This is an optimization exercise on Yosys and OpenROAD, whose aim is small area and a short achievable clock period, not a production implementation.
The RTL was checked by simulation tests, not by an equivalence proof against the original design.
No activity file was given, so power comes from the tool's default toggle rates.

==> flow/design.v <==
module commit_fifo #(
    parameter int P_ADDR_WIDTH = 5,
    parameter int P_DATA_WIDTH = 32
) (
    input  logic                    clk,
    input  logic                    rst,
    input  logic                    wr_en,
    input  logic                    commit,
    input  logic [P_DATA_WIDTH-1:0] data_in,
    output logic                    full,
    input  logic                    rd_en,
    output logic [P_DATA_WIDTH-1:0] data_out,
    output logic                    empty
);
localparam int N = 2**P_ADDR_WIDTH;
logic [P_DATA_WIDTH-1:0] ram [N];
logic [P_ADDR_WIDTH:0] waddr_q;
logic [P_ADDR_WIDTH:0] waddr_commit;
logic [P_ADDR_WIDTH:0] raddr_q;
logic [N-1:0]          rsel_n;       
logic                  full_q;       
logic                  not_full_q;   
logic                  empty_p;      
logic                  discarding;
logic                  output_slot_avail;   
logic                  slot_used_q;         
logic [P_ADDR_WIDTH:0] waddr_inc;
logic [P_ADDR_WIDTH:0] raddr_inc;
logic                  occ_m1;       
logic                  ccnt_full;    
logic                  ccnt_one;     
assign waddr_inc = waddr_q + 1'b1;
assign raddr_inc = raddr_q + 1'b1;
assign occ_m1    = (waddr_inc    ^ raddr_q) == {1'b1, {P_ADDR_WIDTH{1'b0}}};
assign ccnt_full = (waddr_commit ^ raddr_q) == {1'b1, {P_ADDR_WIDTH{1'b0}}};
assign ccnt_one  = waddr_commit == raddr_inc;
logic ready, adv, wr_ok, wr_drop, wr_commit, full_next, avail_next;
assign ready     = rd_en || !slot_used_q;
assign adv       = ready && !empty_p;
assign wr_ok     = wr_en && not_full_q && !discarding;
assign wr_drop   = wr_en && !(not_full_q && !discarding);
assign wr_commit = wr_ok && commit;
assign full_next  = !rst && !adv && (wr_ok ? occ_m1 : wr_drop ? ccnt_full : !not_full_q);
assign avail_next = rst || (empty_p && ready);
assign full  = full_q;
assign empty = output_slot_avail;
for (genvar i = 0; i < N; i++) begin : g_ram
    always_ff @(posedge clk)
        if (not_full_q && waddr_q[P_ADDR_WIDTH-1:0] == i)
            ram[i] <= data_in;
end
logic [P_DATA_WIDTH-1:0] rdata;
always_comb begin
    rdata = '1;
    for (int i = 0; i < N; i++)
        rdata = rdata & ({P_DATA_WIDTH{rsel_n[i]}} | ram[i]);
end
always_ff @(posedge clk) begin
    full_q            <= full_next;
    not_full_q        <= !full_next;
    output_slot_avail <= avail_next;
    slot_used_q       <= !avail_next;
end
always_ff @(posedge clk)
    if (rst) begin
        discarding        <= 1'b0;
        waddr_q           <= '0;
        waddr_commit      <= '0;
        raddr_q           <= '0;
        rsel_n            <= {{(N-1){1'b1}}, 1'b0};
        empty_p           <= 1'b1;
    end else begin
        if (wr_en)
            discarding <= !commit && !(not_full_q && !discarding);
        if (wr_drop)
            waddr_q <= waddr_commit;
        else if (wr_ok)
            waddr_q <= waddr_inc;
        if (wr_commit)
            waddr_commit <= waddr_inc;
        if (adv) begin
            raddr_q <= raddr_inc;
            rsel_n  <= {rsel_n[N-2:0], rsel_n[N-1]};
        end
        empty_p <= !wr_commit && (adv ? ccnt_one : empty_p);
    end
logic [P_DATA_WIDTH-1:0] data_hold;
logic hold;
assign hold = slot_used_q && !rd_en;    
always_ff @(posedge clk)
    if (!hold)
        data_hold <= rdata;
always_ff @(posedge clk)
    data_out <= ready ? rdata : data_hold;
endmodule
clock: 5.0 ns
lec_check: 0
cap_margin: 20
core_margin: 2
core_utilization: 65
cts_cluster_diameter: 80
cts_cluster_size: 24
place_density: 0.75
setup_slack_margin: 3.0
slew_margin: 20
standard.sh (not shown) runs the stock make flow with config.mk's settings and CLKGATE_MAP_FILE= SYNTH_SCRIPT=/design/flow/synth_recipe.tcl, a recipe that flattens the netlist after the stock synthesis.
==> flow/flow/run.sh <==
#!/bin/bash
# Own layout flow: the standard flow, with one extra step after placement
# that moves the registers driving output ports next to their output
# buffers (see move_out_regs.tcl). Each tool's output goes to a log file of
# its own in the work folder.
set -euo pipefail
here=$(pwd)
res=$here/orfs/results/$FLOW_PLATFORM/commit_fifo/base
bash standard.sh synth floorplan place > $here/log_1_synth_floorplan_place.txt 2>&1
RES_DIR=$res openroad -no_init -exit $here/flow/move_out_regs.tcl > $here/log_2_move_out_regs.txt 2>&1
bash standard.sh > $here/log_3_cts_route_finish.txt 2>&1
test -s $here/out/final.def
==> flow/flow/move_out_regs.tcl <==
# Moves each register that drives an output port (through the port's output
# buffer) most of the way towards that buffer, then legalizes the placement.
# The register's output net is then short, and the longer wire moves to its
# input, which has timing slack to spare.
read_db $::env(RES_DIR)/3_place.odb
set block [ord::get_db_block]
set frac 0.75
set moved 0
foreach bterm [$block getBTerms] {
  if {[$bterm getIoType] ne "OUTPUT"} { continue }
  set net [$bterm getNet]
  set buf ""
  foreach it [$net getITerms] {
    if {[$it isOutputSignal]} { set buf [$it getInst] }
  }
  if {$buf eq ""} { continue }
  set bin ""
  foreach it [$buf getITerms] {
    if {[$it isInputSignal] && [$it getNet] ne "NULL"} { set bin [$it getNet] }
  }
  if {$bin eq ""} { continue }
  set ff ""
  foreach it [$bin getITerms] {
    if {[$it isOutputSignal]} { set ff [$it getInst] }
  }
  if {$ff eq ""} { continue }
  if {![[$ff getMaster] isSequential]} { continue }
  if {[llength [$bin getITerms]] != 2} { continue }
  set fl [$ff getLocation]
  set bl [$buf getLocation]
  set x [expr {int([lindex $fl 0] + $frac * ([lindex $bl 0] - [lindex $fl 0]))}]
  set y [expr {int([lindex $fl 1] + $frac * ([lindex $bl 1] - [lindex $fl 1]))}]
  puts "move [$ff getName] ([lindex $fl 0] [lindex $fl 1]) -> ($x $y), buffer [$buf getName] at ([lindex $bl 0] [lindex $bl 1])"
  $ff setLocation $x $y
  incr moved
}
puts "moved $moved registers"
detailed_placement
check_placement
write_db $::env(RES_DIR)/3_place.odb
Change:
PLACE_DENSITY = default   (was 0.75)
TNS_END_PERCENT = 20   (was default)
The new run produced a clean layout.
Final area barely changes.
Wire length increases by 3.3%.
Total power hardly moves.
Fmax goes down by about 6%.
Core utilization barely changes.
Die area does not change.
Synthesized cell count stays the same.
Register-to-register slack degrades by 0.15 ns.
Worst hold slack is about the same.
Change:
TNS_END_PERCENT = default   (was 20)
Effect: Count of clock-buffer cells in the layout fell by 3; power rose slightly; register-to-register slack gains 0.19 ns; critical path depth fell by 5.
Change:
==> flow/run.sh (new file) <==
#!/bin/bash
# synth_recipe.tcl (not shown) runs the flow's synth.tcl, then flattens the netlist and writes it again
# the make line also repeats each setting of config.mk as NAME=value (left out here)
make -C /OpenROAD-flow-scripts/flow DESIGN_CONFIG=/design/flow/config.mk WORK_HOME=/design/flow/orfs CLKGATE_MAP_FILE= SYNTH_SCRIPT=/design/flow/synth_recipe.tcl finish
removed: flow/flow/run.sh
removed: flow/flow/move_out_regs.tcl
removed: flow/standard.sh
After rerunning:
- The new run passed the timing, DRC and antenna checks
- clock skew increases by 0.012 ns
- global-route usage increases by 0.25 points
- sequential power is about the same
- final area increases by 0.37%
Change:
==> flow/flow/run.sh (new file) <==
#!/bin/bash
# Own layout flow: the standard flow, with one extra step after placement
# that moves the registers driving output ports next to their output
# buffers (see move_out_regs.tcl), and clock tree synthesis without dummy
# loads (the same arguments as the standard flow's otherwise). Each tool's output goes to a log file of
# its own in the work folder.
set -euo pipefail
here=$(pwd)
res=$here/orfs/results/$FLOW_PLATFORM/commit_fifo/base
bash standard.sh synth floorplan place > $here/log_1_synth_floorplan_place.txt 2>&1
RES_DIR=$res openroad -no_init -exit $here/flow/move_out_regs.tcl > $here/log_2_move_out_regs.txt 2>&1
export CTS_ARGS="-sink_clustering_enable -repair_clock_nets -sink_clustering_size 24 -sink_clustering_max_diameter 80 -dont_use_dummy_load"
bash standard.sh > $here/log_3_cts_route_finish.txt 2>&1
test -s $here/out/final.def
==> flow/flow/move_out_regs.tcl (new file) <==
# Moves each register that drives an output port (through the port's output
# buffer) most of the way towards that buffer, then legalizes the placement.
# The register's output net is then short, and the longer wire moves to its
# input, which has timing slack to spare.
read_db $::env(RES_DIR)/3_place.odb
set block [ord::get_db_block]
set frac 0.75
set moved 0
foreach bterm [$block getBTerms] {
  if {[$bterm getIoType] ne "OUTPUT"} { continue }
  set net [$bterm getNet]
  set buf ""
  foreach it [$net getITerms] {
    if {[$it isOutputSignal]} { set buf [$it getInst] }
  }
  if {$buf eq ""} { continue }
  set bin ""
  foreach it [$buf getITerms] {
    if {[$it isInputSignal] && [$it getNet] ne "NULL"} { set bin [$it getNet] }
  }
  if {$bin eq ""} { continue }
  set ff ""
  foreach it [$bin getITerms] {
    if {[$it isOutputSignal]} { set ff [$it getInst] }
  }
  if {$ff eq ""} { continue }
  if {![[$ff getMaster] isSequential]} { continue }
  if {[llength [$bin getITerms]] != 2} { continue }
  set fl [$ff getLocation]
  set bl [$buf getLocation]
  set x [expr {int([lindex $fl 0] + $frac * ([lindex $bl 0] - [lindex $fl 0]))}]
  set y [expr {int([lindex $fl 1] + $frac * ([lindex $bl 1] - [lindex $fl 1]))}]
  puts "move [$ff getName] ([lindex $fl 0] [lindex $fl 1]) -> ($x $y), buffer [$buf getName] at ([lindex $bl 0] [lindex $bl 1])"
  $ff setLocation $x $y
  incr moved
}
puts "moved $moved registers"
detailed_placement
check_placement
write_db $::env(RES_DIR)/3_place.odb
==> flow/standard.sh (new file) <==
#!/bin/bash
# synth_recipe.tcl (not shown) runs the flow's synth.tcl, then flattens the netlist and writes it again
# the make line also repeats each setting of config.mk as NAME=value (left out here)
make -C /OpenROAD-flow-scripts/flow DESIGN_CONFIG=/design/flow/config.mk WORK_HOME=/design/flow/orfs CLKGATE_MAP_FILE= SYNTH_SCRIPT=/design/flow/synth_recipe.tcl "${@:-finish}"
removed: flow/run.sh
Outcome: Maximum frequency is higher by 2.7%. Cell count is lower by 1.6%. Total power is lower by 1.8%. Clock skew is higher by 0.014 ns.
Change:
==> flow/flow/run.sh (replaced) <==
#!/bin/bash
# Own layout flow: the standard flow, with one extra step after placement
# that moves the registers driving output ports next to their output
# buffers (see move_out_regs.tcl). Each tool's output goes to a log file of
# its own in the work folder.
set -euo pipefail
here=$(pwd)
res=$here/orfs/results/$FLOW_PLATFORM/commit_fifo/base
bash standard.sh synth floorplan place > $here/log_1_synth_floorplan_place.txt 2>&1
RES_DIR=$res openroad -no_init -exit $here/flow/move_out_regs.tcl > $here/log_2_move_out_regs.txt 2>&1
bash standard.sh > $here/log_3_cts_route_finish.txt 2>&1
test -s $here/out/final.def
SETUP_SLACK_MARGIN = 3.1   (was 3.0)
After rerunning:
- cell count went up by 2.8%
- die area stays the same
- count of clock-buffer cells in the layout increases by 43
- non-clock buffer count rises by 47
- routed wire length rises by 1.7%
- synthesized cell count is unchanged
- power climbs by 2.6%
- via count climbs by 1.6%
- sequential share of layout area came out lower by 1.5 points

[what the ideal ports hide]
The results above use ideal ports. As a check the final layouts listed here were re-extracted and re-timed, cells and wires unchanged.
Step 1 assumes that a clkbuf_16 drives the clock port and a buf_2 every other input.
Step 2 adds t to the input delays and takes it off the output delays; t is the mean of the earliest and latest rising clock arrival at the registers after step 1. Input paths then give back, and output paths get back, about the clock's delay inside the block.
a / b / c = ideal / step 1 / step 2; a / b = the first two.
| run | t, ns | setup slack, ns | clock arrival spread, ns | worst register clock-pin slew, ns | worst data-port slew with drivers (ns) |
|---|---|---|---|---|---|
| the first run | 0.716 | 2.891 / 2.827 / 2.352 | 0.023 / 0.023 | 0.10 / 0.10 | 0.11 |
| the second run | 0.716 | 2.759 / 2.759 / 2.316 | 0.029 / 0.029 | 0.10 / 0.10 | 0.12 |
| the third run | 0.718 | 2.892 / 2.826 / 2.351 | 0.024 / 0.024 | 0.10 / 0.10 | 0.09 |
| the fourth run | 0.719 | 2.832 / 2.767 / 2.350 | 0.034 / 0.034 | 0.11 / 0.11 | 0.10 |
| the fifth run | 0.700 | 2.889 / 2.825 / 2.298 | 0.051 / 0.051 | 0.10 / 0.10 | 0.10 |
| the sixth run | 0.722 | 2.885 / 2.820 / 2.387 | 0.027 / 0.028 | 0.10 / 0.10 | 0.13 |
After both steps every run listed still meets setup and hold. For the fifth run, which loses most, drivers alone change the setup slack by -0.064 ns; drivers and shift together by -0.591 ns.
